This design comes from an exercise in tuning for a short achievable clock period and few clock cycles on the open sky130 flow, not from production work.
In this exercise RTL edits were held to simulation tests only and were not proved equivalent to the original.
Power and IR drop assume default switching activity.

==> flow/run.sh <==
#!/bin/bash
# synth_recipe.tcl (not shown) runs the flow's synth.tcl, then flattens the netlist and writes it again
# the make line also repeats each setting of config.mk as NAME=value (left out here)
make -C /OpenROAD-flow-scripts/flow DESIGN_CONFIG=/design/flow/config.mk WORK_HOME=/design/flow/orfs CLKGATE_MAP_FILE= SYNTH_SCRIPT=/design/flow/synth_recipe.tcl finish
==> flow/config.mk <==
export PLATFORM = sky130hd
export DESIGN_NAME = CPU_wrapper
export DESIGN_NICKNAME = CPU_wrapper
export VERILOG_FILES = /design/flow/design.v
export SDC_FILE = /design/flow/constraint.sdc
export NUM_CORES = 4
export LEC_CHECK = 0
export CAP_MARGIN = 20
export CORE_MARGIN = 2
export CORE_UTILIZATION = 40
export SLEW_MARGIN = 20
==> flow/constraint.sdc <==
create_clock -name core_clock -period 9.0 [get_ports {clk}]
set_input_delay 1.8000 -clock core_clock [delete_from_list [all_inputs] [get_ports {clk}]]
set_output_delay 1.8000 -clock core_clock [all_outputs]
set_load 0.01 [all_outputs]
==> flow/design.v <==
module PC(
    input           clk,rst,
    input [31:0]    pcAdd4,
    input [31:0]    jumpBranchAddr,
    output logic [31:0]  pcOut,
    input           hazard_stall, AXI_IF_stall, 
    input           jump_branch,
    input           AXI_MEM_stall
);
logic init;
always_ff @(posedge clk) begin
    if(rst) init <= 1'b1;
    else    init <= 1'b0;
end
always_ff @(posedge clk) begin
    if(rst || init) pcOut <= 0;
    else begin
        if(AXI_IF_stall || hazard_stall || AXI_MEM_stall) begin 
            pcOut <= pcOut;
        end
        else begin
            if(jump_branch) pcOut <= jumpBranchAddr;
            else            pcOut <= pcAdd4;
        end
    end
end
endmodule
module IF (
    input                   clk,rst,
    input [31:0]            EXE_jumpBranchAddr,
    input                   EXE_jumpBranch,
    input                   ID_hazardStall,
    output logic [31:0]     instruction_reg,
    output logic [31:0]     pc_reg,
    output logic [31:0]     IM_addr,
    output logic            IM_read,
    input  [31:0]           IM_instruction,
    input                   AXI_IF_stall,
    input                   AXI_MEM_stall
);
logic [31:0] pcOut;
logic [31:0] pcAdd4;
assign pcAdd4 = pcOut + 4;
logic jumpBranch_reg;
logic [31:0] jb_addr_reg;
PC pc(
    .clk(clk), 
    .rst(rst),
    .pcAdd4(pcAdd4),
    .jumpBranchAddr(jb_addr_reg),
    .pcOut(pcOut),
    .hazard_stall(ID_hazardStall),
    .AXI_IF_stall(AXI_IF_stall),
    .jump_branch(jumpBranch_reg),
    .AXI_MEM_stall(AXI_MEM_stall)
);
always_ff @(posedge clk) begin
    if(rst) jumpBranch_reg <= 1'b0;
    else if(EXE_jumpBranch) jumpBranch_reg <= 1'b1;
    else if(~AXI_IF_stall && ~AXI_MEM_stall && ~ID_hazardStall) jumpBranch_reg <= 1'b0; 
end
always_ff @(posedge clk) begin
    if(rst) jb_addr_reg <= 'b0;
    else if(EXE_jumpBranch) jb_addr_reg <= EXE_jumpBranchAddr;
    else if(~AXI_IF_stall && ~AXI_MEM_stall && ~ID_hazardStall) jb_addr_reg <= 32'd0; 
end
logic init;
always_ff @(posedge clk) begin
    if(rst) init <= 1'b1;
    else init <= 1'b0 ;
end
always_comb begin
    IM_addr = pcOut;
end
always_ff @(posedge clk) begin
    if(rst) IM_read <= 1'b0;
    else    IM_read <= 1'b1;
end
always_ff @(posedge clk) begin
    if(rst || init || jumpBranch_reg || EXE_jumpBranch)begin
        pc_reg          <= 32'b0;
        instruction_reg <= 32'b0;
    end
    else begin
        if(AXI_MEM_stall || ID_hazardStall)begin
            pc_reg          <= pc_reg;
            instruction_reg <= instruction_reg;
        end
        else if(AXI_IF_stall)begin
            pc_reg          <= 32'b0;
            instruction_reg <= 32'b0;
        end
        else begin
            pc_reg          <= pcOut;
            instruction_reg <= IM_instruction;
        end
    end
end
endmodule 
module Control (
    input   [6:0]           opcode,
    input   [2:0]           funct3,
    input   [6:0]           funct7,
    output logic            JAL, JALR, Branch,
    output logic            MemRead, MemWrite, 
    output logic            ALUSrc1, ALUSrc2, 
    output logic            RegWrite,
    output logic  [2:0]     DataWidth,
    output logic  [4:0]     ALUOp,
    output logic  [2:0]     ImmOp   
);
assign JAL = ((opcode == (7'b110_1111)))?                            1'b1 : 1'b0;
assign JALR = ((opcode == (7'b110_0111)))?                          1'b1 : 1'b0;
assign Branch = ((opcode == (7'b110_0011)))?                      1'b1 : 1'b0;
assign MemRead = ((opcode == (7'b000_0011)))?                       1'b1 : 1'b0;
assign MemWrite = ((opcode == (7'b010_0011)))?                     1'b1 : 1'b0;
assign ALUSrc1 = ( (opcode == (7'b001_0111)) || (opcode == (7'b110_1111)) || (opcode == (7'b110_0111)) )?   1'b0 : 1'b1;
assign ALUSrc2 = ( ((opcode == (7'b011_0011))) || ((opcode == (7'b110_0011))) )?    1'b0 : 1'b1;
assign RegWrite = ( ((opcode == (7'b010_0011))) || ((opcode == (7'b110_0011))) || (opcode == 7'b0))?    1'b0 : 1'b1;   
always_comb begin : data_width
    if( ((opcode == (7'b000_0011))) || ((opcode == (7'b010_0011))) ) begin
        if((funct3 == 3'b000))        begin
            DataWidth = (3'd0);
        end
        else if((funct3 == 3'b100))  begin
            DataWidth = (3'd1); 
        end
        else if((funct3 == 3'b010))   begin
            DataWidth = (3'd4);
        end
        else if((funct3 == 3'b001))   begin
            DataWidth = (3'd2);
        end
        else if((funct3 == 3'b101))  begin
            DataWidth = (3'd3);
        end
        else begin
            DataWidth = 3'b111;
        end
    end
    else DataWidth = 3'b111;
end
always_comb begin : alu_op
    unique if((funct3 == 3'b000) && (funct7 == 7'b0100000) && ((opcode == (7'b011_0011))))     begin
        ALUOp = (5'd1);
    end
    else if((funct3 == 3'b001) && ( (opcode == (7'b001_0011)) || ((opcode == (7'b011_0011)) ) ))   begin 
        ALUOp = (5'd2);
    end
    else if((funct3 == 3'b010) && ( (opcode == (7'b001_0011)) || ((opcode == (7'b011_0011)) ) ))   begin
        ALUOp = (5'd3);
    end
    else if((funct3 == 3'b011) && ( (opcode == (7'b001_0011)) || ((opcode == (7'b011_0011)) ) ))  begin
        ALUOp = (5'd4);
    end
    else if((funct3 == 3'b100) && ( (opcode == (7'b001_0011)) || ((opcode == (7'b011_0011)) ) ))   begin
        ALUOp = (5'd5);
    end
    else if((funct3 == 3'b101) && (funct7 == 7'b0000000) && ((opcode == (7'b011_0011)) || (opcode == (7'b001_0011))))   begin
        ALUOp = (5'd6);
    end 
    else if((funct3 == 3'b101) && (funct7 == 7'b0100000) && ((opcode == (7'b011_0011)) || (opcode == (7'b001_0011))))   begin
        ALUOp = (5'd7);
    end 
    else if((funct3 == 3'b110) && ( (opcode == (7'b001_0011)) || ((opcode == (7'b011_0011)) ) ))    begin
        ALUOp = (5'd8);
    end 
    else if((funct3 == 3'b111) && ( (opcode == (7'b001_0011)) || ((opcode == (7'b011_0011)) ) ))   begin
        ALUOp = (5'd9);
    end 
    else if((funct3 == 3'b000) && ((opcode == (7'b110_0011))))   begin
        ALUOp = (5'd10);
    end 
    else if((funct3 == 3'b001) && ((opcode == (7'b110_0011))))   begin 
        ALUOp = (5'd11);
    end 
    else if((funct3 == 3'b100) && ((opcode == (7'b110_0011))))   begin
        ALUOp = (5'd12);
    end 
    else if((funct3 == 3'b101) && ((opcode == (7'b110_0011))))   begin
        ALUOp = (5'd13);
    end
    else if((funct3 == 3'b110) && ((opcode == (7'b110_0011))))  begin
        ALUOp = (5'd14);
    end
    else if((funct3 == 3'b111) && ((opcode == (7'b110_0011))))  begin
        ALUOp = (5'd15);
    end
    else if((opcode == (7'b110_1111)) || (opcode == (7'b110_0111)))   begin
        ALUOp = (5'd16);
    end
    else if((opcode == (7'b011_0111)))   begin
        ALUOp = (5'd17);
    end
    else begin
        ALUOp = (5'd0);
    end
end
always_comb begin : imm_op
    unique if((opcode == (7'b001_0011)) || (opcode == (7'b000_0011)) || (opcode == (7'b110_0111)))  begin 
        ImmOp = (3'd0);
    end
    else if((opcode == (7'b010_0011)))         begin
        ImmOp = (3'd1);
    end                            
    else if((opcode == (7'b110_0011)))        begin
        ImmOp = (3'd2);
    end                            
    else if((opcode == (7'b001_0111)) || (opcode == (7'b011_0111))) begin
        ImmOp = (3'd3);
    end                     
    else if((opcode == (7'b110_1111)))           begin
        ImmOp = (3'd4);
    end                               
    else begin
        ImmOp = (3'd5);
    end
end
endmodule
module Imm (
    input [2:0]             immOp,
    input [31:0]            inst,
    output logic [31:0]     immOut
);
always_comb begin
    case(immOp) 
        (3'd0) : begin  
            immOut = { { 20{inst[31]} }, inst[31:20] };
        end
        (3'd1) : begin  
            immOut = { { 20{inst[31]} }, inst[31:25], inst[11:7] };
        end
        (3'd2) : begin  
            immOut = { { 19{inst[31]} }, inst[31], inst[7], inst[30:25], inst[11:8], 1'b0};
        end
        (3'd3) : begin  
            immOut = { inst[31:12], 12'd0};
        end
        (3'd4) : begin  
            immOut = { { 11{inst[31]} }, inst[31], inst[19:12], inst[20], inst[30:21], 1'b0};
        end
        default : immOut = 32'd0;
    endcase
end
endmodule
module R_File (
    input                   clk,rst,
    input           [4:0]   rs1,rs2,write_reg,
    input                   write_en,
    output logic    [31:0]  read_data1,read_data2,
    input           [31:0]  write_data
);
logic [31:0] r_file_data [31:0];
integer i;
always_ff @( posedge clk ) begin
    if(rst) begin
        for(i = 0; i < 32; i++)begin
            r_file_data[i] <= 0;
        end
    end
    else begin
        if(write_en) begin
            if(write_reg != 5'd0) r_file_data[write_reg] <= write_data;
            else r_file_data[write_reg] <= 0;
        end
        else r_file_data[write_reg] <= r_file_data[write_reg];
    end
end
always_comb begin
    read_data1 = r_file_data[rs1];
    read_data2 = r_file_data[rs2];
end
endmodule
module Hazard (
    input [4:0]     rs1,rs2,EXE_rd,
    input           EXE_MemRead,
    output logic    stall,
    output          IDClear
);
always_comb begin
    if(EXE_MemRead == 1'b1) begin
        if( (EXE_rd == rs1) || (EXE_rd == rs2) ) begin
            stall = 1'b1;
        end
        else stall = 1'b0;
    end
    else stall = 1'b0;
end
assign IDClear = stall;
endmodule
module ID (
    input                   clk,rst,
    input [31:0]            instruction,
    input [31:0]            pc,
    output logic            JAL_reg, JALR_reg, Branch_reg, 
    output logic            MemRead_reg, MemWrite_reg, 
    output logic            RegWrite_reg,
    output logic            ALUSrc1_reg,ALUSrc2_reg,
    output logic [4:0]      ALUOp_reg,
    output logic [2:0]      DataWidth_reg,
    output logic [31:0]     immediate_reg,
    output logic [31:0]     pc_reg,
    output logic [4:0]      rs1_reg, rs2_reg, rd_reg,
    output logic [31:0]     readData1_reg, readData2_reg,
    input                   EXE_jumpBranch,
    input                   WB_RegWrite,
    input [4:0]             WB_writeRegister,
    input [31:0]            WB_writeData,
    output                  hazardStall,
    input                   AXI_MEM_stall
);
logic [4:0]     rs1,rs2;
logic [4:0]     rd;
logic [6:0]     opcode;
logic [2:0]     funct3;
logic [6:0]     funct7;
always_comb begin
    rs1     = instruction[19:15];
    rs2     = instruction[24:20];
    rd      = instruction[11:7] ;
    opcode  = instruction[6:0]  ;
    funct3  = instruction[14:12];
    funct7  = instruction[31:25];
end
logic            JAL, JALR, Branch;
logic            MemRead, MemWrite; 
logic            ALUSrc1, ALUSrc2; 
logic            RegWrite;
logic  [2:0]     DataWidth;
logic  [4:0]     ALUOp;
logic  [2:0]     ImmOp;   
Control ctrl(
    .opcode(opcode),
    .funct3(funct3),
    .funct7(funct7),
    .JAL(JAL),
    .JALR(JALR), 
    .Branch(Branch),
    .MemRead(MemRead),
    .MemWrite(MemWrite),
    .ALUSrc1(ALUSrc1), 
    .ALUSrc2(ALUSrc2),
    .RegWrite(RegWrite),
    .DataWidth(DataWidth),
    .ALUOp(ALUOp),
    .ImmOp(ImmOp)   
);
logic [31:0] immediate;
Imm imm(
    .immOp(ImmOp),
    .inst(instruction),
    .immOut(immediate)
);
logic [31:0] readData1,readData2;
R_File r_file(
    .clk(clk),
    .rst(rst),
    .rs1(rs1),
    .rs2(rs2),
    .write_reg(WB_writeRegister),
    .write_en(WB_RegWrite),
    .read_data1(readData1),
    .read_data2(readData2),
    .write_data(WB_writeData)
);
logic IDClear;
Hazard hazard(
    .rs1(rs1),
    .rs2(rs2),
    .EXE_rd(rd_reg),
    .EXE_MemRead(MemRead_reg),
    .stall(hazardStall),
    .IDClear(IDClear)
);
always_ff @(posedge clk) begin
    if(rst) begin
        JAL_reg         <= 1'b0; 
        JALR_reg        <= 1'b0;
        Branch_reg      <= 1'b0;
        MemRead_reg     <= 1'b0; 
        MemWrite_reg    <= 1'b0;
        RegWrite_reg    <= 1'b0;
        ALUSrc1_reg     <= 1'b0;
        ALUSrc2_reg     <= 1'b0;
        ALUOp_reg       <= 5'd0;
        DataWidth_reg   <= 3'd0;
        immediate_reg   <= 32'd0;
        pc_reg          <= 32'd0;
        rs1_reg         <= 5'd0;
        rs2_reg         <= 5'd0;
        rd_reg          <= 5'd0;
        readData1_reg   <= 32'd0;
        readData2_reg   <= 32'd0;
    end
    else if(AXI_MEM_stall)begin
        JAL_reg         <= JAL_reg; 
        JALR_reg        <= JALR_reg;
        Branch_reg      <= Branch_reg;
        MemRead_reg     <= MemRead_reg; 
        MemWrite_reg    <= MemWrite_reg;
        RegWrite_reg    <= RegWrite_reg;
        ALUSrc1_reg     <= ALUSrc1_reg;
        ALUSrc2_reg     <= ALUSrc2_reg;
        ALUOp_reg       <= ALUOp_reg;
        DataWidth_reg   <= DataWidth_reg;
        pc_reg          <= pc_reg;    
        immediate_reg   <= immediate_reg;
        rs1_reg         <= rs1_reg;
        rs2_reg         <= rs2_reg;
        rd_reg          <= rd_reg;
        readData1_reg   <= readData1_reg;
        readData2_reg   <= readData2_reg;
    end
    else if(IDClear || EXE_jumpBranch) begin
        JAL_reg         <= 1'b0; 
        JALR_reg        <= 1'b0;
        Branch_reg      <= 1'b0;
        MemRead_reg     <= 1'b0; 
        MemWrite_reg    <= 1'b0;
        RegWrite_reg    <= 1'b0;
        ALUSrc1_reg     <= 1'b0;
        ALUSrc2_reg     <= 1'b0;
        ALUOp_reg       <= 5'd0;
        DataWidth_reg   <= 3'd0;
        immediate_reg   <= 32'd0;
        pc_reg          <= 32'd0;
        rs1_reg         <= 5'd0;
        rs2_reg         <= 5'd0;
        rd_reg          <= 5'd0;
        readData1_reg   <= 32'd0;
        readData2_reg   <= 32'd0;
    end
    else begin
        JAL_reg         <= JAL; 
        JALR_reg        <= JALR;
        Branch_reg      <= Branch;
        MemRead_reg     <= MemRead; 
        MemWrite_reg    <= MemWrite;
        RegWrite_reg    <= RegWrite;
        ALUSrc1_reg     <= ALUSrc1;
        ALUSrc2_reg     <= ALUSrc2;
        ALUOp_reg       <= ALUOp;
        DataWidth_reg   <= DataWidth;
        pc_reg          <= pc;    
        immediate_reg   <= immediate;
        rs1_reg         <= rs1;
        rs2_reg         <= rs2;
        rd_reg          <= rd;
        readData1_reg   <= readData1;
        readData2_reg   <= readData2;
    end
end
endmodule
module ALU (
    input               [4:0]   aluOp,
    input  signed       [31:0]  src1,src2,
    output logic signed [31:0]  result,
    output logic                branch
);
logic [31:0]  src1_unsigned, src2_unsigned;
assign src1_unsigned = src1;
assign src2_unsigned = src2;
always_comb begin : alu_operation
    case(aluOp)
        (5'd0): result = src1 +  src2;
        (5'd1): result = src1 -  src2;
        (5'd2): result = src1 << src2[4:0];
        (5'd3): result = (src1 < src2)? 32'd1 : 32'b0;
        (5'd4): result = (src1_unsigned < src2_unsigned)? 32'd1 : 32'b0;
        (5'd5): result = src1 ^ src2; 
        (5'd6): result = src1_unsigned >>  src2[4:0];
        (5'd7): result = src1          >>> src2[4:0];
        (5'd8) : result = src1 | src2;
        (5'd9): result = src1 & src2;
        (5'd16): result = src1 + 4;                                     
        (5'd17): result = src2;
        default:  result = 32'd0;
    endcase
end
always_comb begin
    case(aluOp)
        (5'd10) : branch = (src1 == src2)? 1'b1 : 1'b0;
        (5'd11) : branch = (src1 != src2)? 1'b1 : 1'b0;
        (5'd12) : branch = (src1 <  src2)? 1'b1 : 1'b0;
        (5'd13) : branch = (src1 >= src2)? 1'b1 : 1'b0;
        (5'd14) : branch = (src1_unsigned < src2_unsigned)? 1'b1 : 1'b0;
        (5'd15) : branch = (src1_unsigned >= src2_unsigned)? 1'b1 : 1'b0;
        default : branch = 1'b0;
    endcase
end
endmodule
module Forward (
    input [4:0]         MEM_Rd, WB_Rd, RFile_Rd, 
    input [4:0]         rs1, rs2,
    input               MEM_RegWrite, WB_RegWrite, RFile_RegWrite,
    output logic [1:0]  rdataSrc1, rdataSrc2
);
always_comb begin
    if( (MEM_Rd == rs1) && (rs1!=5'b0) && (MEM_RegWrite == 1'b1))begin
        rdataSrc1 = (2'd1);
    end
    else if( (WB_Rd == rs1) && (rs1!=5'b0) && (WB_RegWrite == 1'b1)) begin
        rdataSrc1 = (2'd2);
    end
    else if((RFile_Rd == rs1) && (rs1!=5'b0) && (RFile_RegWrite == 1'b1)) begin
        rdataSrc1 = (2'd3);
    end
    else rdataSrc1 = (2'd0);
    if( (MEM_Rd == rs2) && (rs2!=5'b0) && (MEM_RegWrite == 1'b1)) begin
        rdataSrc2 = (2'd1);
    end
    else if( (WB_Rd == rs2) && (rs2!=5'b0) && (WB_RegWrite == 1'b1)) begin
        rdataSrc2 = (2'd2);
    end
    else if((RFile_Rd == rs2) && (rs2!=5'b0) && (RFile_RegWrite == 1'b1)) begin
        rdataSrc2 = (2'd3);
    end
    else rdataSrc2 = (2'd0);
end
endmodule
module EXE (
    input               clk,rst,
    input               JAL, JALR, Branch, 
    input               MemRead, MemWrite, 
    input               RegWrite,
    input               ALUSrc1, ALUSrc2,
    input [4:0]         ALUOp,
    input [2:0]         DataWidth,
    input [31:0]        immediate,
    input [31:0]        pc,
    input [4:0]         rs1,rs2,rd,
    input [31:0]        readData1,readData2,
    input [4:0]         WB_rd,RFile_rd,
    input               WB_RegWrite,RFile_RegWrite,
    input [31:0]        WB_writeData,RFile_writeData,
    output logic        MemRead_reg, MemWrite_reg,
    output logic        RegWrite_reg,
    output logic [2:0]  DataWidth_reg,
    output logic [4:0]  rd_reg,
    output logic [31:0] readData2_reg, aluResult_reg, 
    output              IF_ID_jumpBranch, 
    output [31:0]       IF_adderResult,
    input               AXI_MEM_stall
);
logic [31:0] alu_input1,alu_input2;
logic [31:0] aluResult;
logic aluBranch;
ALU alu(
    .aluOp  (ALUOp)        ,
    .src1   (alu_input1)   ,
    .src2   (alu_input2)   ,
    .result (aluResult)    ,
    .branch (aluBranch) 
);
logic[1:0] readDataSrc1,readDataSrc2;
Forward forward(
    .MEM_Rd         (rd_reg)        , 
    .WB_Rd          (WB_rd)         ,
    .RFile_Rd       (RFile_rd)      ,
    .rs1            (rs1)           ,
    .rs2            (rs2)           ,
    .MEM_RegWrite   (RegWrite_reg)  ,
    .WB_RegWrite    (WB_RegWrite)   ,
    .RFile_RegWrite (RFile_RegWrite),
    .rdataSrc1      (readDataSrc1)  ,
    .rdataSrc2      (readDataSrc2)  
);
logic [31:0] fwdReadData1;
always_comb begin
    case(readDataSrc1)
        (2'd0)     : fwdReadData1 = readData1;
        (2'd1)   : fwdReadData1 = aluResult_reg;
        (2'd2)    : fwdReadData1 = WB_writeData;
        (2'd3) : fwdReadData1 = RFile_writeData;
    endcase
    alu_input1 = (ALUSrc1)? fwdReadData1 : pc;
end
logic [31:0] fwdReadData2;
always_comb begin
    case(readDataSrc2)
        (2'd0)     : fwdReadData2 = readData2;
        (2'd1)   : fwdReadData2 = aluResult_reg;
        (2'd2)    : fwdReadData2 = WB_writeData;
        (2'd3) : fwdReadData2 = RFile_writeData;
    endcase
    alu_input2 = (ALUSrc2)? immediate : fwdReadData2;
end
logic [31:0] adderResult, adderInput1, adderInput2;
assign adderResult = adderInput1 + adderInput2;
assign adderInput1 = (JALR)? fwdReadData1 : pc;
assign adderInput2 = immediate;
assign IF_adderResult = (JALR)? { adderResult[31:1], 1'b0 } : adderResult; 
assign IF_ID_jumpBranch = JALR || JAL || (Branch && aluBranch);
always_ff @(posedge clk) begin
    if(rst)begin
        MemRead_reg     <= 1'b0;
        MemWrite_reg    <= 1'b0;
        RegWrite_reg    <= 1'b0;
        DataWidth_reg   <= 3'd0;
        rd_reg          <= 5'd0;
        readData2_reg   <= 32'd0;
        aluResult_reg   <= 32'd0;
    end
    else if(AXI_MEM_stall)begin
        MemRead_reg     <= MemRead_reg;
        MemWrite_reg    <= MemWrite_reg;
        RegWrite_reg    <= RegWrite_reg;
        DataWidth_reg   <= DataWidth_reg;
        rd_reg          <= rd_reg;
        readData2_reg   <= readData2_reg;
        aluResult_reg   <= aluResult_reg;        
    end
    else begin
        MemRead_reg     <= MemRead;
        MemWrite_reg    <= MemWrite;
        RegWrite_reg    <= RegWrite;
        DataWidth_reg   <= DataWidth;
        rd_reg          <= rd;
        readData2_reg   <= fwdReadData2;
        aluResult_reg   <= aluResult;
    end
end
endmodule
module MEM (
    input               clk,rst,
    input               MemRead,MemWrite, 
    input               RegWrite,
    input [2:0]         DataWidth,
    input [4:0]         rd,
    input [31:0]        readData2, aluResult, 
    output logic        MemRead_reg,
    output logic        RegWrite_reg,
    output logic [2:0]  DataWidth_reg,
    output logic [4:0]  rd_reg,
    output logic [31:0] aluResult_reg,
    output logic [31:0] data_read_reg,
    output              DM_read,
    input  [31:0]       DM_data_read,
    output logic [3:0]  DM_write_en,
    output logic [31:0] DM_data_write,
    output [31:0]       DM_addr,
    input               AXI_MEM_stall
);
always_comb begin
    if(MemWrite == 1'b1)begin
        case(DataWidth)
            (3'd0),(3'd1) : begin
                case(aluResult[1:0])
                    2'd0 : DM_write_en = 4'b1110;
                    2'd1 : DM_write_en = 4'b1101;
                    2'd2 : DM_write_en = 4'b1011;
                    2'd3 : DM_write_en = 4'b0111;
                endcase
            end
            (3'd2),(3'd3) : begin
                case(aluResult[1:0])
                    2'd0 :     DM_write_en = 4'b1100;
                    2'd1 :     DM_write_en = 4'b1001;
                    2'd2 :     DM_write_en = 4'b0011;
                    default:   DM_write_en = 4'b1111;
                endcase
            end
            (3'd4) : begin
                DM_write_en = 4'b0000;
            end
            default: DM_write_en = 4'b1111;
        endcase
    end
    else DM_write_en = 4'b1111;
end
always_comb begin
    case(DataWidth)    
        (3'd0) : begin
            case(aluResult[1:0])
                2'd0: DM_data_write = { 24'b0, readData2[7:0] };
                2'd1: DM_data_write = { 16'b0, readData2[7:0], 8'b0 };
                2'd2: DM_data_write = { 8'b0, readData2[7:0], 16'b0 };
                2'd3: DM_data_write = { readData2[7:0], 24'b0 }; 
            endcase                     
        end
        (3'd2) : begin
            case(aluResult[1:0])
                2'd0:      DM_data_write = { 16'b0, readData2[15:0] };
                2'd1:      DM_data_write = { 8'b0,  readData2[15:0], 8'b0 };
                2'd2:      DM_data_write = { readData2[15:0], 16'b0 };
                default:   DM_data_write = 32'b0;
            endcase
        end
        (3'd4) : begin
            DM_data_write = readData2;
        end        
        default : DM_data_write = 32'd0;
    endcase
end
assign DM_addr = aluResult;
assign DM_read = MemRead;
always_ff @(posedge clk) begin
    if(rst)begin
        MemRead_reg         <= 1'b0;
        RegWrite_reg        <= 1'b0;
        rd_reg              <= 5'd0;
        DataWidth_reg       <= 3'd0;
        aluResult_reg       <= 32'd0;
        data_read_reg       <= 32'd0;
    end
    else if(AXI_MEM_stall)begin
        MemRead_reg         <= MemRead_reg;
        RegWrite_reg        <= RegWrite_reg;
        rd_reg              <= rd_reg;
        DataWidth_reg       <= DataWidth_reg;
        aluResult_reg       <= aluResult_reg;
        data_read_reg       <= data_read_reg;
    end
    else begin
        MemRead_reg         <= MemRead;
        RegWrite_reg        <= RegWrite;
        rd_reg              <= rd;
        DataWidth_reg       <= DataWidth;
        aluResult_reg       <= aluResult;
        data_read_reg       <= DM_data_read;
    end
end
endmodule
module WB (
    input               clk,rst,
    input               MemRead,
    input               RegWrite,
    input [2:0]         DataWidth,
    input [4:0]         rd,
    input [31:0]        aluResult,
    input [31:0]        memData,
    output [4:0]        ID_writeRegister,
    output              ID_RegWrite,
    output logic [31:0] ID_writeData,
    output logic [4:0]  RFile_rd,
    output logic        RFile_RegWrite,
    output logic [31:0] RFile_writeData,
    input               AXI_MEM_stall
);
logic [31:0] loadData;
always_comb begin
    if( (DataWidth == (3'd0)) || (DataWidth == (3'd1)) )begin
        case(aluResult[1:0])
            2'd0 : loadData[7:0] = memData[7:0];
            2'd1 : loadData[7:0] = memData[15:8];
            2'd2 : loadData[7:0] = memData[23:16];
            2'd3 : loadData[7:0] = memData[31:24];
        endcase
        loadData[31:8] = ( DataWidth == (3'd0) )? { 24{loadData[7]} } : 24'h0;
    end
    else if((DataWidth == (3'd2)) || (DataWidth == (3'd3)))begin
        case(aluResult[1:0])
            2'd0 : loadData[15:0] = memData[15:0];
            2'd1 : loadData[15:0] = memData[23:8];
            2'd2 : loadData[15:0] = memData[31:16];
            default : loadData[15:0] = 16'd0;
        endcase
        loadData[31:16] = ( DataWidth == (3'd2) )? { 16{loadData[15]} } : 16'h0;         
    end
    else if (DataWidth == (3'd4))begin
        loadData = memData;
    end
    else loadData = 32'd0;
end
always_comb begin
    case(MemRead)
        1'b1 : ID_writeData = loadData;
        default : ID_writeData = aluResult;
    endcase
end
assign ID_RegWrite = RegWrite;
assign ID_writeRegister = rd;
always_ff @(posedge clk) begin
    if(rst)begin
        RFile_rd        <= 5'b0;
        RFile_RegWrite  <= 1'b0;
        RFile_writeData <= 32'b0;
    end
    else if(AXI_MEM_stall)begin
        RFile_rd        <= RFile_rd;
        RFile_RegWrite  <= RFile_RegWrite;
        RFile_writeData <= RFile_writeData;
    end
    else begin
        RFile_rd        <= ID_writeRegister;
        RFile_RegWrite  <= ID_RegWrite;
        RFile_writeData <= ID_writeData;
    end
end
endmodule
module CPU (
    input   clk,rst,
    input   AXI_IF_stall,
    output [31:0]   IM_addr,
    output          IM_read,
    input  [31:0]   IM_instruction,
    input   AXI_MEM_stall,
    output [31:0]   DM_addr,
    output          DM_read,
    input  [31:0]   DM_data_read,
    output [3:0]    DM_write_en,
    output [31:0]   DM_data_write
);
logic [31:0] IF_instruction_reg, IF_pc_reg;
logic           ID_JAL_reg;
logic           ID_JALR_reg;
logic           ID_Branch_reg;
logic           ID_MemRead_reg;
logic           ID_MemWrite_reg;
logic           ID_RegWrite_reg;
logic           ID_ALUSrc2_reg;
logic [4:0]     ID_ALUOp_reg;
logic [2:0]     ID_DataWidth_reg;  
logic [31:0]    ID_immediate_reg;
logic [31:0]    ID_pc_reg;
logic [4:0]     ID_rs1_reg;  
logic [4:0]     ID_rs2_reg;
logic [4:0]     ID_rd_reg;
logic [31:0]    ID_readData1_reg;
logic [31:0]    ID_readData2_reg;
logic           ID_hazardStall;
logic           EXE_MemRead_reg;
logic           EXE_MemWrite_reg;
logic           EXE_RegWrite_reg;
logic [2:0]     EXE_DataWidth_reg;
logic [4:0]     EXE_rd_reg;
logic [31:0]    EXE_readData2_reg;
logic [31:0]    EXE_aluResult_reg;
logic           EXE_jumpBranch;
logic [31:0]    EXE_adderResult;
logic           MEM_MemRead_reg;
logic           MEM_RegWrite_reg;
logic [2:0]     MEM_DataWidth_reg;    
logic [4:0]     MEM_rd_reg;
logic [31:0]    MEM_aluResult_reg;
logic [31:0]    MEM_data_read_reg;
logic [4:0]     WB_writeRegister;
logic           WB_RegWrite;
logic [31:0]    WB_writeData;
logic [4:0]     RFile_rd;
logic           RFile_RegWrite;
logic [31:0]    RFile_writeData;
IF IF(
    .clk                (clk)               ,
    .rst                (rst)               ,
    .EXE_jumpBranchAddr (EXE_adderResult)   ,
    .EXE_jumpBranch     (EXE_jumpBranch)    ,
    .ID_hazardStall     (ID_hazardStall)    ,
    .instruction_reg    (IF_instruction_reg),
    .pc_reg             (IF_pc_reg)         ,
    .IM_addr            (IM_addr)           ,
    .IM_read            (IM_read)           ,
    .IM_instruction     (IM_instruction)    ,
    .AXI_IF_stall       (AXI_IF_stall)      ,
    .AXI_MEM_stall      (AXI_MEM_stall)            
);
ID ID(
    .clk                (clk)               ,
    .rst                (rst)               ,
    .instruction        (IF_instruction_reg),
    .pc                 (IF_pc_reg)         ,
    .JAL_reg            (ID_JAL_reg)        ,
    .JALR_reg           (ID_JALR_reg)       ,
    .Branch_reg         (ID_Branch_reg)     ,
    .MemRead_reg        (ID_MemRead_reg)    ,
    .MemWrite_reg       (ID_MemWrite_reg)   ,
    .RegWrite_reg       (ID_RegWrite_reg)   ,
    .ALUSrc1_reg        (ID_ALUSrc1_reg)    ,
    .ALUSrc2_reg        (ID_ALUSrc2_reg)    ,
    .ALUOp_reg          (ID_ALUOp_reg)      ,
    .DataWidth_reg      (ID_DataWidth_reg)  ,
    .immediate_reg      (ID_immediate_reg)  ,
    .pc_reg             (ID_pc_reg)         ,
    .rs1_reg            (ID_rs1_reg)        ,
    .rs2_reg            (ID_rs2_reg)        ,
    .rd_reg             (ID_rd_reg)         ,
    .readData1_reg      (ID_readData1_reg)  ,
    .readData2_reg      (ID_readData2_reg)  ,
    .EXE_jumpBranch     (EXE_jumpBranch)    ,
    .WB_RegWrite        (WB_RegWrite)       ,
    .WB_writeRegister   (WB_writeRegister)  ,
    .WB_writeData       (WB_writeData)      ,
    .hazardStall        (ID_hazardStall)    ,
    .AXI_MEM_stall      (AXI_MEM_stall)
);
EXE EXE(
    .clk                (clk)               ,
    .rst                (rst)               ,
    .JAL                (ID_JAL_reg)        ,
    .JALR               (ID_JALR_reg)       ,
    .Branch             (ID_Branch_reg)     ,
    .MemRead            (ID_MemRead_reg)    ,
    .MemWrite           (ID_MemWrite_reg)   ,
    .RegWrite           (ID_RegWrite_reg)   ,
    .ALUSrc1            (ID_ALUSrc1_reg)    ,
    .ALUSrc2            (ID_ALUSrc2_reg)    ,
    .ALUOp              (ID_ALUOp_reg)      ,
    .DataWidth          (ID_DataWidth_reg)  ,
    .pc                 (ID_pc_reg)         ,
    .immediate          (ID_immediate_reg)  ,
    .rs1                (ID_rs1_reg)        ,
    .rs2                (ID_rs2_reg)        ,
    .rd                 (ID_rd_reg)         ,
    .readData1          (ID_readData1_reg)  ,
    .readData2          (ID_readData2_reg)  ,
    .WB_rd              (WB_writeRegister)  ,
    .RFile_rd           (RFile_rd)          ,
    .WB_RegWrite        (WB_RegWrite)       ,
    .RFile_RegWrite     (RFile_RegWrite)    ,
    .WB_writeData       (WB_writeData)      ,
    .RFile_writeData    (RFile_writeData)   ,
    .MemRead_reg        (EXE_MemRead_reg)   ,
    .MemWrite_reg       (EXE_MemWrite_reg)  ,
    .RegWrite_reg       (EXE_RegWrite_reg)  ,
    .DataWidth_reg      (EXE_DataWidth_reg) ,
    .rd_reg             (EXE_rd_reg)        ,
    .readData2_reg      (EXE_readData2_reg) ,
    .aluResult_reg      (EXE_aluResult_reg) ,
    .IF_ID_jumpBranch   (EXE_jumpBranch)    ,
    .IF_adderResult     (EXE_adderResult)   ,
    .AXI_MEM_stall      (AXI_MEM_stall)       
);
MEM MEM(
    .clk                (clk),
    .rst                (rst),
    .MemRead            (EXE_MemRead_reg)   , 
    .MemWrite           (EXE_MemWrite_reg)  , 
    .RegWrite           (EXE_RegWrite_reg)  ,
    .DataWidth          (EXE_DataWidth_reg) ,
    .rd                 (EXE_rd_reg)        ,
    .readData2          (EXE_readData2_reg) , 
    .aluResult          (EXE_aluResult_reg) , 
    .MemRead_reg        (MEM_MemRead_reg)   ,
    .RegWrite_reg       (MEM_RegWrite_reg)  ,
    .DataWidth_reg      (MEM_DataWidth_reg) ,
    .rd_reg             (MEM_rd_reg)        ,
    .aluResult_reg      (MEM_aluResult_reg) ,
    .data_read_reg      (MEM_data_read_reg) ,                  
    .DM_read            (DM_read)           ,
    .DM_data_read       (DM_data_read)      ,
    .DM_write_en        (DM_write_en)       ,
    .DM_data_write      (DM_data_write)     ,
    .DM_addr            (DM_addr)           ,
    .AXI_MEM_stall      (AXI_MEM_stall)
);
WB WB(
    .clk                (clk)               ,
    .rst                (rst)               ,
    .MemRead            (MEM_MemRead_reg)   ,
    .RegWrite           (MEM_RegWrite_reg)  ,
    .DataWidth          (MEM_DataWidth_reg) ,
    .rd                 (MEM_rd_reg)        ,
    .aluResult          (MEM_aluResult_reg) ,
    .memData            (MEM_data_read_reg) ,
    .ID_writeRegister   (WB_writeRegister)  ,
    .ID_RegWrite        (WB_RegWrite)       ,
    .ID_writeData       (WB_writeData)      ,
    .RFile_rd           (RFile_rd)       ,
    .RFile_RegWrite     (RFile_RegWrite) ,
    .RFile_writeData    (RFile_writeData),
    .AXI_MEM_stall      (AXI_MEM_stall)
);
endmodule
module MasterRead(
    input                       clk,rst,
    input [31:0]                address, 
    input                       read,
    output logic                        stall,
    output logic [31:0]                 data,
    output logic [4-1:0]     ARID,
    output logic [32-1:0]   ARADDR,
    output logic [4-1:0]    ARLEN,
    output logic [3-1:0]   ARSIZE,
    output logic [1:0]                  ARBURST,  
    output logic                        ARVALID,
    input                       ARREADY,
    input [4-1:0]    RID,
    input [32-1:0]  RDATA,
    input [1:0]                 RRESP,
    input                       RLAST,
    input                       RVALID,
    output logic                        RREADY                    
);
parameter master_read = 0;
logic [1:0] state,nstate;
logic [4-1:0]   ARID_reg;
logic [32-1:0] ARADDR_reg;
logic [4-1:0]  ARLEN_reg;
logic [3-1:0] ARSIZE_reg;
logic [1:0]                ARBURST_reg;  
logic                      ARVALID_reg;
always_comb begin
    case(state)
        2'b00 : begin
            if(read) begin
				if(ARREADY) nstate = 2'b10;    
				else	nstate = 2'b01;
			end
            else        nstate = 2'b00;
        end
        2'b01 : begin
            if(ARREADY) nstate = 2'b10;
            else        nstate = 2'b01;
        end
        2'b10 : begin
            if(RVALID && RLAST)
                nstate = 2'b00;
            else 
                nstate = 2'b10;
        end
        default : nstate = 2'b11;
    endcase
end
always_ff @(posedge clk) begin
    if(rst) state <= 2'b00;
    else begin
        state <= nstate;
    end
end
always_comb begin
    case(state)
        2'b00 : begin
            ARID    = 4'b0;
            ARADDR  = address;
            ARLEN   = 4'd0; 
            ARSIZE  = 3'b010;
            ARBURST = 2'b01;
            ARVALID = read;
            RREADY  = 1'b0;
            data    = 32'b0;
            stall   = (read == 0)? 1'b0 : 1'b1;
        end
        2'b01 : begin
            ARID    = ARID_reg;
            ARADDR  = ARADDR_reg;
            ARLEN   = ARLEN_reg;
            ARSIZE  = ARSIZE_reg;
            ARBURST = ARBURST_reg;
            ARVALID = ARVALID_reg;
            RREADY  = 1'b0;
            data    = 32'b0;
            stall   = 1'b1;
        end
        2'b10 : begin
            ARID    = 4'b0;
            ARADDR  = 32'b0;
            ARLEN   = 4'b0;
            ARSIZE  = 3'b0;
            ARBURST = 2'b0;
            ARVALID = 1'b0;
            RREADY  = 1'b1;
            if(RVALID && RLAST && (RRESP != 2'h3) ) begin
                data = RDATA;
                stall = 1'b0;
            end
            else begin
                data = 32'b0;
                stall = 1'b1;
            end
        end
        default : begin
            ARID    = 4'b0;
            ARADDR  = 32'b0;
            ARLEN   = 4'b0;
            ARSIZE  = 3'b0;
            ARBURST = 2'b0;
            ARVALID = 1'b0;
            RREADY  = 1'b0;
            data    = 32'b0;
            stall   = 1'b0;
        end
    endcase
end
always_ff @(posedge clk) begin
    if(rst)begin
        ARID_reg    <= 4'b0;
        ARADDR_reg  <= 32'b0;
        ARLEN_reg   <= 4'b0;
        ARSIZE_reg  <= 3'b0;
        ARBURST_reg <= 2'b0;
        ARVALID_reg <= 1'b0;
    end
    else begin
        case(state)
            2'b00 : begin
                    ARID_reg    <= ARID;
                    ARADDR_reg  <= ARADDR;
                    ARLEN_reg   <= ARLEN;
                    ARSIZE_reg  <= ARSIZE;
                    ARBURST_reg <= ARBURST;
                    ARVALID_reg <= ARVALID;
            end
            2'b01 : ;
            2'b10 : begin
                if(RVALID) begin
                    ARID_reg    <= 4'b0;
                    ARADDR_reg  <= 32'b0;
                    ARLEN_reg   <= 4'b0;
                    ARSIZE_reg  <= 3'b0;
                    ARBURST_reg <= 2'b0;
                    ARVALID_reg <= 1'b0; 
                end
                else ;
            end
            default : begin
                ARID_reg    <= 4'b0;
                ARADDR_reg  <= 32'b0;
                ARLEN_reg   <= 4'b0;
                ARSIZE_reg  <= 3'b0;
                ARBURST_reg <= 2'b0;
                ARVALID_reg <= 1'b0;                    
            end 
        endcase
    end
end
endmodule
module MasterWrite(
    input                       clk,rst,
    output logic                        stall,
    output logic [4-1:0]     AWID,
    output logic [32-1:0]   AWADDR,
    output logic [4-1:0]    AWLEN,
    output logic [3-1:0]   AWSIZE,
    output logic [1:0]                  AWBURST,  
    output logic                        AWVALID,
    input                       AWREADY,
    output logic [32-1:0]   WDATA,
    output logic [4-1:0]   WSTRB,
    output logic                        WLAST,
    output logic                        WVALID,
    input                       WREADY, 
    input [4-1:0]    BID,
    input [1:0]                 BRESP,
    input                       BVALID,
    output logic                BREADY, 
    input [31:0]                address, 
    input [3:0]                 write,
    input [32-1:0]  data                  
);
parameter master_write = 0;
logic [2:0] state,nstate;
logic [4-1:0]    AWID_reg;
logic [32-1:0]  AWADDR_reg;
logic [4-1:0]   AWLEN_reg;
logic [3-1:0]  AWSIZE_reg;
logic [1:0]                 AWBURST_reg;  
logic                       AWVALID_reg;    
logic [32-1:0]  WDATA_reg;
logic [4-1:0]  WSTRB_reg;
logic                       WLAST_reg;
logic                       WVALID_reg;
always_comb begin
    case(state)
        3'd0 : begin
            if(write!=4'b1111) begin  
				if(AWREADY && WREADY)   nstate = 3'd3;
                else if(AWREADY)        nstate = 3'd2;
                else                    nstate = 3'd1;
			end
            else
                nstate = 3'd0;
        end
        3'd1 : begin
            if(AWREADY && WREADY)   nstate = 3'd3;
            else if(AWREADY)        nstate = 3'd2;
            else                    nstate = 3'd1;
        end
        3'd2 : begin
            if(WREADY)
                nstate = 3'd3;
            else
                nstate = 3'd2;
        end
        3'd3 : begin
            if(BVALID)
                nstate = 3'd0;
            else 
                nstate = 3'd3;
        end
        default : nstate = 3'd4;
    endcase
end
always_ff @(posedge clk) begin
    if(rst) 
        state <= 3'd0;
    else
        state <= nstate;
end
always_comb begin
    case(state)
        3'd0 : begin
            AWID    = 4'b0;
            AWADDR  = address; 
            AWLEN   = 4'd0; 
            AWSIZE  = 3'b010; 
            AWBURST = 2'b01; 
            AWVALID = (write == 4'b1111)? 1'b0 : 1'b1;
            WDATA   = (AWVALID && AWREADY)? data : 32'd0;
            WSTRB   = (AWVALID && AWREADY)? ~write : 4'b0000; 
            WLAST   = (AWVALID && AWREADY)? 1'b1 : 1'b0;
            WVALID  = (AWVALID && AWREADY)? 1'b1 : 1'b0;
            BREADY  = 1'b0;
            stall   = (write == 4'b1111)? 1'b0 : 1'b1;
        end
        3'd1 : begin
	        AWID    = AWID_reg;
	        AWADDR  = AWADDR_reg;
	        AWLEN   = AWLEN_reg;
	        AWSIZE  = AWSIZE_reg;
	        AWBURST = AWBURST_reg;
	        AWVALID = AWVALID_reg;
            WDATA   = (AWVALID && AWREADY)? data : 32'd0;
            WSTRB   = (AWVALID && AWREADY)? ~write : 4'b0000; 
            WLAST   = (AWVALID && AWREADY)? 1'b1 : 1'b0;
            WVALID  = (AWVALID && AWREADY)? 1'b1 : 1'b0;
            BREADY  = 1'b0;
            stall   = 1'b1;
        end
        3'd2 : begin
	        AWID    = 4'b0;
	        AWADDR  = 32'b0;
	        AWLEN   = 4'b0;
	        AWSIZE  = 3'b0;
	        AWBURST = 2'b0;
	        AWVALID = 1'b0;
            WDATA   = WDATA_reg;
            WSTRB   = WSTRB_reg;
            WLAST   = WLAST_reg;
            WVALID  = WVALID_reg;
            BREADY  = 1'b0;
            stall   = 1'b1;
        end
        3'd3 : begin
            AWID    = 4'b0;
            AWADDR  = 32'b0;
            AWLEN   = 4'b0;
            AWSIZE  = 3'b0;
            AWBURST = 2'b0;
            AWVALID = 1'b0;
            WDATA   = 32'b0;
            WSTRB   = 4'b0;
            WLAST   = 1'b0;
            WVALID  = 1'b0;
            BREADY  = 1'b1;
            if(BVALID && (BRESP != 2'h3) ) begin
                stall = 1'b0;
            end
            else begin
                stall = 1'b1;
            end
        end
        default : begin
            AWID    = 4'b0;
            AWADDR  = 32'b0;
            AWLEN   = 4'b0;
            AWSIZE  = 3'b0;
            AWBURST = 2'b0;
            AWVALID = 1'b0;
            WDATA   = 32'b0;
            WSTRB   = 4'b0;
            WLAST   = 1'b0;
            WVALID  = 1'b0;
            BREADY  = 1'b0;
            stall   = 1'b0;              
        end
    endcase
end
always_ff @(posedge clk) begin
    if(rst)begin
        AWID_reg        <= 4'b0;
        AWADDR_reg      <= 32'b0;
        AWLEN_reg       <= 4'b0;
        AWSIZE_reg      <= 3'b0;
        AWBURST_reg     <= 2'b0;
        AWVALID_reg     <= 1'b0;
        WDATA_reg       <= 32'b0;
        WSTRB_reg       <= 4'b0;
        WLAST_reg       <= 1'b0;
        WVALID_reg      <= 1'b0;
    end
    else begin
        case(state)
            3'd0 : begin
                AWID_reg        <= AWID;
                AWADDR_reg      <= AWADDR;
                AWLEN_reg       <= AWLEN;
                AWSIZE_reg      <= AWSIZE;
                AWBURST_reg     <= AWBURST;
                AWVALID_reg     <= AWVALID;
                WDATA_reg       <= WDATA;
                WSTRB_reg       <= WSTRB;
                WLAST_reg       <= WLAST;
                WVALID_reg      <= WVALID;               
            end
            3'd1 : begin
                WDATA_reg       <= WDATA;
                WSTRB_reg       <= WSTRB;
                WLAST_reg       <= WLAST;
                WVALID_reg      <= WVALID; 
            end
            3'd2 : ;
            3'd3 : begin  
                AWID_reg        <= 4'b0;
                AWADDR_reg      <= 32'b0;
                AWLEN_reg       <= 4'b0;
                AWSIZE_reg      <= 3'b0;
                AWBURST_reg     <= 2'b0;
                AWVALID_reg     <= 1'b0;
                WDATA_reg       <= 32'b0;
                WSTRB_reg       <= 4'b0;
                WLAST_reg       <= 1'b0;
                WVALID_reg      <= 1'b0; 
            end
            default : begin
                AWID_reg        <= 4'b0;
                AWADDR_reg      <= 32'b0;
                AWLEN_reg       <= 4'b0;
                AWSIZE_reg      <= 3'b0;
                AWBURST_reg     <= 2'b0;
                AWVALID_reg     <= 1'b0;
                WDATA_reg       <= 32'b0;
                WSTRB_reg       <= 4'b0;
                WLAST_reg       <= 1'b0;
                WVALID_reg      <= 1'b0;
            end
        endcase
    end
end
endmodule   
module AXIMaster(
    input                       clk,rst,
    input [31:0]                address,
    input                       read,
    input [3:0]                 write,
    input [31:0]                data_in,
    output [31:0]               data_out,
    output                      stall,
    output [4-1:0]       ARID,
    output [32-1:0]     ARADDR,
    output [4-1:0]      ARLEN,
    output [3-1:0]     ARSIZE,
    output [1:0]                    ARBURST,
    output                          ARVALID,
    input                       ARREADY,
    input [4-1:0]    RID,
    input [32-1:0]  RDATA,
    input [1:0]                 RRESP,
    input                       RLAST,
    input                       RVALID,
    output                          RREADY,
    output [4-1:0]       AWID,
    output [32-1:0]     AWADDR,
    output [4-1:0]      AWLEN,
    output [3-1:0]     AWSIZE,
    output [1:0]                    AWBURST,  
    output                          AWVALID,
    input                       AWREADY,
    output [32-1:0]     WDATA,
    output [4-1:0]     WSTRB,
    output                          WLAST,
    output                          WVALID,
    input                       WREADY, 
    input [4-1:0]    BID,
    input [1:0]                 BRESP,
    input                       BVALID,
    output                          BREADY
);
parameter master = 0;
logic read_stall;
MasterRead # (
    .master_read(master)
    )
MasterRead(
    .clk(clk),
    .rst(rst),
    .address(address), 
    .read(read),
    .stall(read_stall),
    .data(data_out),
    .ARID(ARID),
    .ARADDR(ARADDR),
    .ARLEN(ARLEN),
    .ARSIZE(ARSIZE),
    .ARBURST(ARBURST), 
    .ARVALID(ARVALID),
    .ARREADY(ARREADY),
    .RID(RID),
    .RDATA(RDATA),
    .RRESP(RRESP),
    .RLAST(RLAST),
    .RVALID(RVALID),
    .RREADY(RREADY)                    
);
logic write_stall;
MasterWrite #(
    .master_write(master)
    )
MasterWrite(
    .clk(clk),
    .rst(rst),
    .address(address), 
    .write(write),
    .data(data_in),
    .stall(write_stall),
    .AWID(AWID),
    .AWADDR(AWADDR),
    .AWLEN(AWLEN),
    .AWSIZE(AWSIZE),
    .AWBURST(AWBURST),
    .AWVALID(AWVALID),
    .AWREADY(AWREADY),
    .WDATA(WDATA),
    .WSTRB(WSTRB),
    .WLAST(WLAST),
    .WVALID(WVALID),
    .WREADY(WREADY), 
    .BID(BID),
    .BRESP(BRESP),
    .BVALID(BVALID),
    .BREADY(BREADY)
);
assign stall = read_stall || write_stall;
endmodule
module CPU_wrapper(
    input                       clk,rst,
    output [4-1:0]   AWID_M1,
	output [32-1:0] AWADDR_M1,
	output [4-1:0]  AWLEN_M1,
	output [3-1:0] AWSIZE_M1,
	output [1:0]                AWBURST_M1,
	output                      AWVALID_M1,
	input                       AWREADY_M1,
	output [32-1:0] WDATA_M1,
	output [4-1:0] WSTRB_M1,
	output                      WLAST_M1,
	output                      WVALID_M1,
	input                       WREADY_M1,
	input [4-1:0]    BID_M1, 
	input [1:0]                 BRESP_M1,
	input                       BVALID_M1,
	output                      BREADY_M1,
	output [4-1:0]   ARID_M0,
	output [32-1:0] ARADDR_M0,
	output [4-1:0]  ARLEN_M0,
	output [3-1:0] ARSIZE_M0,
	output [1:0]                ARBURST_M0,
	output                      ARVALID_M0,
	input                       ARREADY_M0,
	input [4-1:0]    RID_M0,
	input [32-1:0]  RDATA_M0,
	input [1:0]                 RRESP_M0,
	input                       RLAST_M0,
	input                       RVALID_M0,
	output                      RREADY_M0,
	output [4-1:0]   ARID_M1,
	output [32-1:0] ARADDR_M1,
	output [4-1:0]  ARLEN_M1,
	output [3-1:0] ARSIZE_M1,
	output [1:0]                ARBURST_M1,
	output                      ARVALID_M1,
	input                       ARREADY_M1,
	input [4-1:0]    RID_M1,
	input [32-1:0]  RDATA_M1,
	input [1:0]                 RRESP_M1,
	input                       RLAST_M1,
	input                       RVALID_M1,
	output                      RREADY_M1
);
logic           AXI_IF_stall;
logic [31:0]    IM_addr;
logic           IM_read;
logic [31:0]    IM_instruction;
logic           AXI_MEM_stall;
logic [31:0]    DM_addr;
logic           DM_read;
logic [31:0]    DM_data_read;
logic [3:0]     DM_write_en;
logic [31:0]    DM_data_write;
CPU CPU1(
	.clk            (clk),
	.rst            (rst),
    .AXI_IF_stall   (AXI_IF_stall),
    .IM_addr        (IM_addr),
    .IM_read        (IM_read),
    .IM_instruction (IM_instruction),
    .AXI_MEM_stall  (AXI_MEM_stall),
    .DM_addr        (DM_addr),
    .DM_read        (DM_read),
    .DM_data_read   (DM_data_read),
    .DM_write_en    (DM_write_en),
    .DM_data_write  (DM_data_write)
);
AXIMaster # (
    .master(0)
    )
 axi_master0(
    .clk        (clk),
    .rst        (rst),
    .address    (IM_addr),
    .read       (IM_read),
    .write      (4'b1111),
    .data_in    (32'b0),
    .data_out   (IM_instruction),
    .stall      (AXI_IF_stall),
    .ARID       (ARID_M0),
    .ARADDR     (ARADDR_M0),
    .ARLEN      (ARLEN_M0),
    .ARSIZE     (ARSIZE_M0),
    .ARBURST    (ARBURST_M0),
    .ARVALID    (ARVALID_M0),
    .ARREADY    (ARREADY_M0),
    .RID        (RID_M0),
    .RDATA      (RDATA_M0),
    .RRESP      (RRESP_M0),
    .RLAST      (RLAST_M0),
    .RVALID     (RVALID_M0),
    .RREADY     (RREADY_M0)
);
AXIMaster #(
    .master(1)
    )
 axi_master1(
    .clk        (clk),
    .rst        (rst),
    .address    (DM_addr),
    .read       (DM_read),
    .write      (DM_write_en),
    .data_in    (DM_data_write),
    .data_out   (DM_data_read),
    .stall      (AXI_MEM_stall),
    .ARID       (ARID_M1),
    .ARADDR     (ARADDR_M1),
    .ARLEN      (ARLEN_M1),
    .ARSIZE     (ARSIZE_M1),
    .ARBURST    (ARBURST_M1),
    .ARVALID    (ARVALID_M1),
    .ARREADY    (ARREADY_M1),
    .RID        (RID_M1),
    .RDATA      (RDATA_M1),
    .RRESP      (RRESP_M1),
    .RLAST      (RLAST_M1),
    .RVALID     (RVALID_M1),
    .RREADY     (RREADY_M1),
    .AWID       (AWID_M1),
    .AWADDR     (AWADDR_M1),
    .AWLEN      (AWLEN_M1),
    .AWSIZE     (AWSIZE_M1),
    .AWBURST    (AWBURST_M1),
    .AWVALID    (AWVALID_M1),
    .AWREADY    (AWREADY_M1),
    .WDATA      (WDATA_M1),
    .WSTRB      (WSTRB_M1),
    .WLAST      (WLAST_M1),
    .WVALID     (WVALID_M1),
    .WREADY     (WREADY_M1), 
    .BID        (BID_M1),
    .BRESP      (BRESP_M1),
    .BVALID     (BVALID_M1),
    .BREADY     (BREADY_M1)
);
endmodule
==> results_dict.tcl <==
set metrics [dict create \
    setup_viol 0 \
    numCtsBuffers 183 \
    dieHeight_microns 490.4 \
    yosys.area.top_type_share_pct 32.49 \
    ys_ff_latch 1694 \
    path_clk_slew_ns 0.06 \
    multi_input_area_sq_mm 0.04685 \
    n_fill_cell 21820 \
    status "complete, no violations" \
    yosys-top-cells-count "1,704 x nor2_1, 1,024 x edfxtp_1, 759 x nand2_1" \
    design_area_sq_mm 0.1068 \
    ys.warnings.count 22 \
    num_vias 77960 \
    drive_gt1_share_pct 16.97 \
    dieArea_sq_mm 0.2405 \
    routabilityCongestion 1.005 \
    postCtsSetupBuffers 0 \
    cts.sinks 1694 \
    ys_top_cells_by_area "edfxtp_1 32%, mux4_2 15%, dfxtp_1 14%" \
    period_share_pct 88.16 \
    max_freq_ghz 0.1260 \
    drtPass1Iterations 8 \
    nets 9066 \
    clock_latency_ns 0.88 \
    finalHoldViolations 0 \
    drt_iter0_markers 11120 \
    synthToLayoutAreaGrowth_pct 12.85 \
    grt_max_degree 168 \
    syn_area_sq_mm 0.09464 \
    avgSynthCellArea_sq_um 10.59 \
    synth-edff-count 1024 \
    core.rowCount 178 \
    grt_pass1_wl_microns 549000 \
    post-synth-top-count-cell "nor2_1" \
    required_ns 9.78 \
    cts_root_buffer "clkbuf_16" \
    grtUsageTotal_pct 31.45 \
    seq_area_frac_synth_pct 46.66 \
    viasPerCell 6.422 \
    dieWidth_microns 490.4 \
    postSynthCellCount 8936 \
    final-seq-area_sq_mm 0.04420 \
    detailed_place_hpwl_microns 265100 \
    htreeDepth 4 \
    period_needed_ns 7.934 \
    ios 272 \
    holdBufCountCts 0 \
    largest_reg_flops 1024 \
    grt_overflow 0 \
    yosys.cell_types.count 130 \
    rr_worst_depth 21 \
    p_leak_uw 0.03598 \
    drtAntennaViolNets 0 \
    drc 0 \
    synthArstFlopShare_pct 0 \
    max_slew_margin_pct 15.21 \
    wire_per_inst_microns 32.13 \
    coreArea_sq_mm 0.2352 \
    cap_viol_max_count 0 \
    cts_buffer_depth 3 \
    io_buffers 259 \
    regMostFlops "CPU1.ID.r_file.r_file_data" \
    fin_skew_ns 0.04435 \
    tns_ns 0 \
    initial_core_util_pct 40.24 \
    power_density_mw_per_mm2 171.8 \
    hold_depth 2 \
    arrival_ns 8.71 \
    synthFlopType "edfxtp_1" \
    placed_area_sq_mm 0.1006 \
    crit_path_end_kind "flip-flop" \
    r2r_setup_slack_ns 1.07 \
    critPathKind "reg2reg" \
    final-max-slew-violation-count 0 \
    peakVddDrop_v 0.0001791 \
    rsz0062_at_grt "false" \
    start_kind "flip-flop" \
    cts_resized 0 \
    critPathMaxFanout 64 \
    hold_path.class "reg2reg" \
    grt_pass1_vias 74590 \
    yosys.area.top_type "edfxtp_1" \
    worstMarginPinSlew_ns 1.272 \
    wirelength_microns 390000 \
    antenna_found_initial 26 \
    cts_tree "built" \
]
[layout make-up]
| type | instances | area share [%] |
|---|---|---|
| clock inverter | 79 | 0.8154 |
| clock buffer | 260 | 4.895 |
| multi-input combinational | 6237 | 43.87 |
| timing repair buffer | 569 | 4.815 |
| tap | 3150 | 3.690 |
| inverter | 147 | 0.5225 |
| antenna | 3 | 0.007029 |
| sequential | 1694 | 41.39 |
[cells in the final DEF (no fill, tap or decap), drive strengths merged, types with 43 or more instances in the layout]
cell type / instances
o22ai: 43
inv: 150
a22oi: 295
a31oi: 73
nor3: 110
clkdlybuf4s50: 258
o21ai: 266
and3: 128
xnor2: 98
a211oi: 80
clkinv: 54
ha: 138
a21oi: 520
nor2: 1710
and2: 64
buf: 311
clkbuf: 260
edfxtp: 1024
a221oi: 63
nand2: 761
or3: 44
mux4: 645
nand2b: 45
mux2: 98
a21o: 55
nand3: 167
o211ai: 49
a22o: 45
mux2i: 175
dfxtp: 670
[metal layers]
metal	vias to the layer above	GRT usage, %	wire length (microns)
li1	32950	-	-
met1	39100	39.57	143800
met2	4809	49.40	177500
met3	1088	7.355	41460
met4	18	18.66	27150
met5	-	0	127
[report_power, final]
part | internal (uW) | switching, uW | leakage, uW | total, uW
registers | 8460 | 192 | 0.0159 | 8650
clock network | 4450 | 3340 | 0.00295 | 7790
logic | 647 | 1260 | 0.0171 | 1910
[cell families after synthesis]
| family | Yosys count | share of synthesized area (%) |
|---|---|---|
| flip-flops | 1694 | 46.66 |
| buffers and inverters | 1036 | 4.336 |
| AND/OR/NAND/NOR | 3211 | 14.63 |
| XOR/XNOR | 111 | 1.027 |
| multiplexers | 918 | 18.37 |
| other | 1 | 0.003962 |
| adder cells (fa/ha/maj) | 141 | 1.888 |
| AO/OA/AOI/OAI | 1824 | 13.08 |
[worst max-delay path, cell delays in order (launching register included)]
cell and delay (ns):
dfxtp_1 0.78, nor3b_2 0.94, and3_1 0.26, a21oi_1 0.06, and2_1 0.19, buf_4 0.16, a211oi_1 0.40, a21oi_1 0.21
a21oi_1 0.77, ha_1 0.36, buf_4 0.19, or3_1 0.44, or3_1 0.38, o211ai_1 0.54, a211oi_1 0.16, a32oi_1 0.21
buf_4 0.19, mux2i_1 0.50, nor2_1 0.15, or3_2 0.47, buf_12 0.23, nor2_1 0.18
[path summary, 6_finish.rpt]
path | start | to
max reg2reg | CPU1.MEM.DataWidth_reg[2]$_SDFFE_PP0N_ | flip-flop
max | CPU1.MEM.DataWidth_reg[2]$_SDFFE_PP0N_ | flip-flop
min | CPU1.WB.RFile_writeData[3]$_SDFFE_PP0N_ | CPU1.WB.RFile_writeData[3]$_SDFFE_PP0N_
min reg2reg | CPU1.WB.RFile_writeData[3]$_SDFFE_PP0N_ | CPU1.WB.RFile_writeData[3]$_SDFFE_PP0N_
[stage by stage]
step | instances | setup WS [ns] | total power (uW) | hold slack (ns) | util, %
finish | 12140 | 1.066 | 18350 | 0.4543 | 45.41
global route | 12140 | 0.6373 | 18780 | 0.4705 | 45.41
CTS | 12130 | 1.203 | 18320 | 0.4556 | 45.37
detailed placement | 11790 | 1.249 | 10640 | 0.4468 | 42.78
global placement | 11790 | 1.301 | 10610 | 0.4415 | 42.76
floorplan | 8967 | 3.058 | 9778 | 0.4261 | -
Testbench counts, summed over its fixed seeds: cycles 77,784.

-- port drivers added, routing unchanged --
Ports are ideal in the flow. The routed layout listed here was re-timed in OpenROAD. Step 1 sets driving cells, clkbuf_16 on the clock port and buf_2 on the other inputs (assumed; they add their load-dependent delay and slew). Step 2 adds t to the input delays and takes it off the output delays; t is the mean of the earliest and latest rising clock arrival at the registers after step 1. Input paths then give back, and output paths get back, about the clock's delay inside the block. Slacks: no drivers / after step 1 / after step 2; pairs: no drivers / after step 1.
t (ns): 0.947
slack for setup (ns): 1.066 / 1.066 / 1.066
latest minus earliest clock arrival (ns): 0.045 / 0.044
After both steps this run still meets setup and hold. The setup slack of this run moves by 0.000 ns with the drivers and by 0.000 ns with both steps.
